Background: an optimization exercise with open tools, aiming at small area, a short achievable clock period and few clock cycles per item. Do not read the settings as production practice. RTL that was checked went through simulation tests only; none was proved equivalent to the original. The flow treats the clock pin as an ideal source, which a real chip does not have. Power and IR drop assume default switching activity.

== oak ==
## wb_slave_register
module wb_slave_register #(
    parameter ADDR_WIDTH = 16,
    parameter DATA_WIDTH = 32,
    parameter GRANULE = 8,
    parameter REGISTER_NUM = 16,
    parameter SEL_WIDTH = DATA_WIDTH / GRANULE
) (
    input wire rst_i,
    input wire clk_i,
    input wire [ADDR_WIDTH-1:0] adr_i,
    input wire [DATA_WIDTH-1:0] dat_i,
    output reg [DATA_WIDTH-1:0] dat_o,
    input wire [SEL_WIDTH-1:0] sel_i,
    input wire we_i,
    input wire stb_i,
    output wire ack_o,
    output wire err_o,
    input wire cyc_i
);
Size: roughly 1,100 cells after synthesis, about 91 I/O pins, roughly 20,000 µm² of cells after synthesis.
==> flow/config.mk <==
export PLATFORM = sky130hd
export DESIGN_NAME = wb_slave_register
export DESIGN_NICKNAME = wb_slave_register
export VERILOG_FILES = /design/flow/design.v
export SDC_FILE = /design/flow/constraint.sdc
export NUM_CORES = 4
export LEC_CHECK = 0
export CAP_MARGIN = 20
export CORE_MARGIN = 2
export CORE_UTILIZATION = 60
export CTS_BUF_LIST = sky130_fd_sc_hd__clkbuf_8
export CTS_CLUSTER_DIAMETER = 60
export CTS_CLUSTER_SIZE = 16
export SETUP_SLACK_MARGIN = 3.05
export SLEW_MARGIN = 20
export SYNTH_HIERARCHICAL = 1
export SYNTH_MINIMUM_KEEP_SIZE = 0
==> flow/constraint.sdc <==
create_clock -name core_clock -period 5.0 [get_ports {clk_i}]
set_input_delay 1.0000 -clock core_clock [delete_from_list [all_inputs] [get_ports {clk_i}]]
set_output_delay 1.0000 -clock core_clock [all_outputs]
set_load 0.01 [all_outputs]
run.sh (not shown) runs the stock make flow with config.mk's settings and CLKGATE_MAP_FILE= SYNTH_SCRIPT=/design/flow/synth_recipe.tcl, a recipe that flattens the netlist after the stock synthesis.
Input changes introduced in maple (baseline for comparison: oak):
Settings: SETUP_SLACK_MARGIN changed from 3.05 to 3.15.
==> flow/flow/run.sh (new file) <==
#!/bin/bash
# The standard layout, with one change after clock tree synthesis: the tree's
# root buffer, which drives only the few buffers of the tree's first level,
# is removed and the clock port drives those buffers directly. Every
# register's clock still goes through the same number of buffers of the
# tree, so the skew between registers is unchanged.
set -euo pipefail
res=orfs/results/${FLOW_PLATFORM}/wb_slave_register/base
bash standard.sh cts > flow_1_to_cts.log 2>&1
openroad -no_init -exit flow/unroot.tcl > flow_2_unroot.log 2>&1
bash standard.sh finish > flow_3_to_finish.log 2>&1
==> flow/flow/unroot.tcl (new file) <==
set odb_file orfs/results/$::env(FLOW_PLATFORM)/wb_slave_register/base/4_cts.odb
read_db $odb_file
set block [ord::get_db_block]
set clk_net [$block findNet clk_i]
set loads [$clk_net getITerms]
if {[llength $loads] != 1} {
  puts "clk_i drives [llength $loads] cell pins; nothing changed"
  exit 0
}
set root [[lindex $loads 0] getInst]
set master [[$root getMaster] getName]
if {![string match "sky130_fd_sc_hd__clkbuf_*" $master]} {
  puts "clk_i drives $master; nothing changed"
  exit 0
}
set out_net [[$root findITerm X] getNet]
set sinks {}
foreach it [$out_net getITerms] {
  if {[$it getInst] != $root} { lappend sinks $it }
}
if {[llength $sinks] > 4} {
  puts "root buffer drives [llength $sinks] pins; nothing changed"
  exit 0
}
puts "removing [$root getName] ($master), moving [llength $sinks] pins to clk_i"
foreach it $sinks {
  $it disconnect
  $it connect $clk_net
  puts "  [[$it getInst] getName]/[[$it getMTerm] getName]"
}
[$root findITerm A] disconnect
odb::dbInst_destroy $root
odb::dbNet_destroy $out_net
write_db $odb_file
puts "done"
==> flow/standard.sh (new file) <==
#!/bin/bash
# synth_recipe.tcl (not shown) runs the flow's synth.tcl, then flattens the netlist and writes it again
# the make line also repeats each setting of config.mk as NAME=value (left out here)
make -C /OpenROAD-flow-scripts/flow DESIGN_CONFIG=/design/flow/config.mk WORK_HOME=/design/flow/orfs CLKGATE_MAP_FILE= SYNTH_SCRIPT=/design/flow/synth_recipe.tcl "${@:-finish}"
removed: flow/run.sh
### Flow results
[maple] fraction of standard cell area in multi-input logic rose 1.1 points relative to oak
For total instance count after detailed placement, maple and oak come out practically identical.
Overall power after layout | maple below oak
Share of power burned in the clock network: lower on maple
Launch point of the critical path: ack -> oak, adr_i[2] -> maple
On maple: wire length reported by the detailed router is 6.6% higher than what oak gave.
No functional check of the RTL was part of any run of this note.

========
Another version of the RTL of wb_slave_register (not shown whole).
Size: ~550 flip-flops, about 20000 um^2 of cells after synthesis.
make LEC_CHECK=0 CAP_MARGIN=20 CORE_MARGIN=2 CORE_UTILIZATION=60 CTS_BUF_LIST=sky130_fd_sc_hd__clkbuf_8 CTS_CLUSTER_DIAMETER=70 CTS_CLUSTER_SIZE=20 SETUP_SLACK_MARGIN=3.05 SLEW_MARGIN=20 SYNTH_HIERARCHICAL=1 SYNTH_MINIMUM_KEEP_SIZE=0 finish   # period 5.0 ns
Stock flow here: none of the scripts above is used.
The first run went through all stages and came out clean.
Testbench counts at the start, summed over its fixed seeds: cycles 14,392, items 4,800.
Edit:
- CTS_CLUSTER_DIAMETER: 70 -> 60
- CTS_CLUSTER_SIZE: 20 -> 16
Total power rises by about 1.2%; wire length increases by about 1.1%; setup slack got worse by 0.013 ns; clock-buffer cell count goes up by 5; design area goes up by about 0.37%; die area does not change; combinational power came out higher by about 0.6%; non-clock buffer count rose by 6; flip-flop and latch count stays the same; sequential share of layout area falls by 0.26 points; hold slack barely changes.

========
The RTL this note starts from:
==> flow/design.v <==
`default_nettype none
module wb_slave_register #(
    parameter ADDR_WIDTH = 16,
    parameter DATA_WIDTH = 32,
    parameter GRANULE = 8,
    parameter REGISTER_NUM = 16,
    parameter SEL_WIDTH = DATA_WIDTH / GRANULE
) (
    input wire rst_i,
    input wire clk_i,
    input wire [ADDR_WIDTH-1:0] adr_i,
    input wire [DATA_WIDTH-1:0] dat_i,
    output reg [DATA_WIDTH-1:0] dat_o,
    input wire [SEL_WIDTH-1:0] sel_i,
    input wire we_i,
    input wire stb_i,
    output wire ack_o,
    output wire err_o,
    input wire cyc_i
);
    reg [DATA_WIDTH-1:0] register_value [0:REGISTER_NUM-1];
    reg ack;
    reg err;
    wire in_range = (adr_i < REGISTER_NUM);
    wire [3:0] idx = adr_i[3:0];
    wire wr = ack & we_i;
    wire [DATA_WIDTH-1:0] wdata = dat_i & {DATA_WIDTH{~rst_i}};
    integer i, b;
    always @(posedge clk_i) begin
        for (i = 0; i < REGISTER_NUM; i = i + 1) begin
            for (b = 0; b < SEL_WIDTH; b = b + 1) begin
                if (rst_i | (wr & (idx == i) & sel_i[b])) begin
                    register_value[i][b*GRANULE+:GRANULE] <= wdata[b*GRANULE+:GRANULE];
                end
            end
        end
    end
    always @(posedge clk_i) begin
        if (rst_i) begin
            ack <= 1'b0;
            err <= 1'b0;
        end else begin
            ack <= stb_i & in_range & ~ack;
            err <= stb_i & ~in_range & ~err;
        end
    end
    wire [REGISTER_NUM-1:0] rsel;
    reg [DATA_WIDTH-1:0] rdata;
    genvar g;
    generate for (g = 0; g < REGISTER_NUM; g = g + 1) begin : dec
        assign rsel[g] = (idx == g);
    end endgenerate
    always @(*) begin
        rdata = {DATA_WIDTH{1'b0}};
        for (i = 0; i < REGISTER_NUM; i = i + 1)
            rdata = rdata | (register_value[i] & {DATA_WIDTH{rsel[i]}});
    end
    always @(posedge clk_i) begin
        dat_o <= rdata;
    end
    assign ack_o = ack;
    assign err_o = err;
endmodule
export LEC_CHECK = 0
export CAP_MARGIN = 20
export CORE_MARGIN = 2
export CORE_UTILIZATION = 60
export CTS_BUF_LIST = sky130_fd_sc_hd__clkbuf_8
export CTS_CLUSTER_DIAMETER = 60
export CTS_CLUSTER_SIZE = 16
export SETUP_SLACK_MARGIN = 3.05
export SLEW_MARGIN = 20
create_clock -name core_clock -period 5.0 [get_ports {clk_i}]
standard.sh (not shown) runs the stock make flow with config.mk's settings and CLKGATE_MAP_FILE= SYNTH_SCRIPT=/design/flow/synth_recipe.tcl, a recipe that flattens the netlist after the stock synthesis.
==> flow/flow/run.sh <==
#!/bin/bash
# The standard layout, with one change after clock tree synthesis: the tree's
# root buffer, which drives only the few buffers of the tree's first level,
# is removed and the clock port drives those buffers directly. Every
# register's clock still goes through the same number of buffers of the
# tree, so the skew between registers is unchanged.
set -euo pipefail
res=orfs/results/${FLOW_PLATFORM}/wb_slave_register/base
bash standard.sh cts > flow_1_to_cts.log 2>&1
openroad -no_init -exit flow/unroot.tcl > flow_2_unroot.log 2>&1
bash standard.sh finish > flow_3_to_finish.log 2>&1
==> flow/flow/unroot.tcl <==
set odb_file orfs/results/$::env(FLOW_PLATFORM)/wb_slave_register/base/4_cts.odb
read_db $odb_file
set block [ord::get_db_block]
set clk_net [$block findNet clk_i]
set loads [$clk_net getITerms]
if {[llength $loads] != 1} {
  puts "clk_i drives [llength $loads] cell pins; nothing changed"
  exit 0
}
set root [[lindex $loads 0] getInst]
set master [[$root getMaster] getName]
if {![string match "sky130_fd_sc_hd__clkbuf_*" $master]} {
  puts "clk_i drives $master; nothing changed"
  exit 0
}
set out_net [[$root findITerm X] getNet]
set sinks {}
foreach it [$out_net getITerms] {
  if {[$it getInst] != $root} { lappend sinks $it }
}
if {[llength $sinks] > 4} {
  puts "root buffer drives [llength $sinks] pins; nothing changed"
  exit 0
}
puts "removing [$root getName] ($master), moving [llength $sinks] pins to clk_i"
foreach it $sinks {
  $it disconnect
  $it connect $clk_net
  puts "  [[$it getInst] getName]/[[$it getMTerm] getName]"
}
[$root findITerm A] disconnect
odb::dbInst_destroy $root
odb::dbNet_destroy $out_net
write_db $odb_file
puts "done"
Testbench counts at the start, summed over its fixed seeds: cycles 14,392, items 4,800.
Next try:
==> flow/run.sh (new file) <==
#!/bin/bash
# synth_recipe.tcl (not shown) runs the flow's synth.tcl, then flattens the netlist and writes it again
# the make line also repeats each setting of config.mk as NAME=value (left out here)
make -C /OpenROAD-flow-scripts/flow DESIGN_CONFIG=/design/flow/config.mk WORK_HOME=/design/flow/orfs CLKGATE_MAP_FILE= SYNTH_SCRIPT=/design/flow/synth_recipe.tcl finish
CORE_UTILIZATION = 75   (was 60)
removed: flow/flow/run.sh
removed: flow/flow/unroot.tcl
removed: flow/standard.sh
Synthesized area stays the same.
Wire length drops by 13%.
Total power drops by 1.6%.
Utilization climbs by 11 points.
Cell count drops by 10%.
Register-to-register slack degrades by 80 ps.
First-iteration DRC count climbs by 27%.

==> what the ideal ports hide <==
The results above use ideal ports. As a check the final layouts listed here were re-extracted and re-timed, cells and wires unchanged. Step 1 assumes that a clkbuf_16 drives the clock port and a buf_2 every other input. Step 2 adds t to the input delays and takes it off the output delays; t is the mean of the earliest and latest rising clock arrival at the registers after step 1. Input paths then give back, and output paths get back, about the clock's delay inside the block. a / b / c = ideal / step 1 / step 2; a / b = the first two.
| run | t (ns) | setup WS [ns] | hold slack, ns | worst register clock-pin slew, ns |
|---|---|---|---|---|
| oak | 0.652 | 2.932 / 2.881 / 2.372 | 0.521 / 0.521 / 0.521 | 0.10 / 0.10 |
| maple | 0.472 | 2.978 / 2.889 / 2.417 | 0.435 / 0.435 / 0.435 | 0.11 / 0.11 |
| the first run of note 2 | 0.605 | 2.957 / 2.905 / 2.401 | 0.525 / 0.525 / 0.525 | 0.12 / 0.12 |
| the second run of note 2 | 0.615 | 2.944 / 2.896 / 2.378 | 0.523 / 0.523 / 0.523 | 0.10 / 0.10 |
| the first run of note 3 | 0.484 | 2.879 / 2.815 / 2.331 | 0.427 / 0.427 / 0.427 | 0.12 / 0.12 |
| the second run of note 3 | 0.639 | 2.916 / 2.865 / 2.358 | 0.424 / 0.424 / 0.424 | 0.12 / 0.12 |
After both steps setup and hold are still met in every run listed. For the second run of note 2, which loses most, drivers alone change the setup slack by -0.048 ns; drivers and shift together by -0.566 ns.
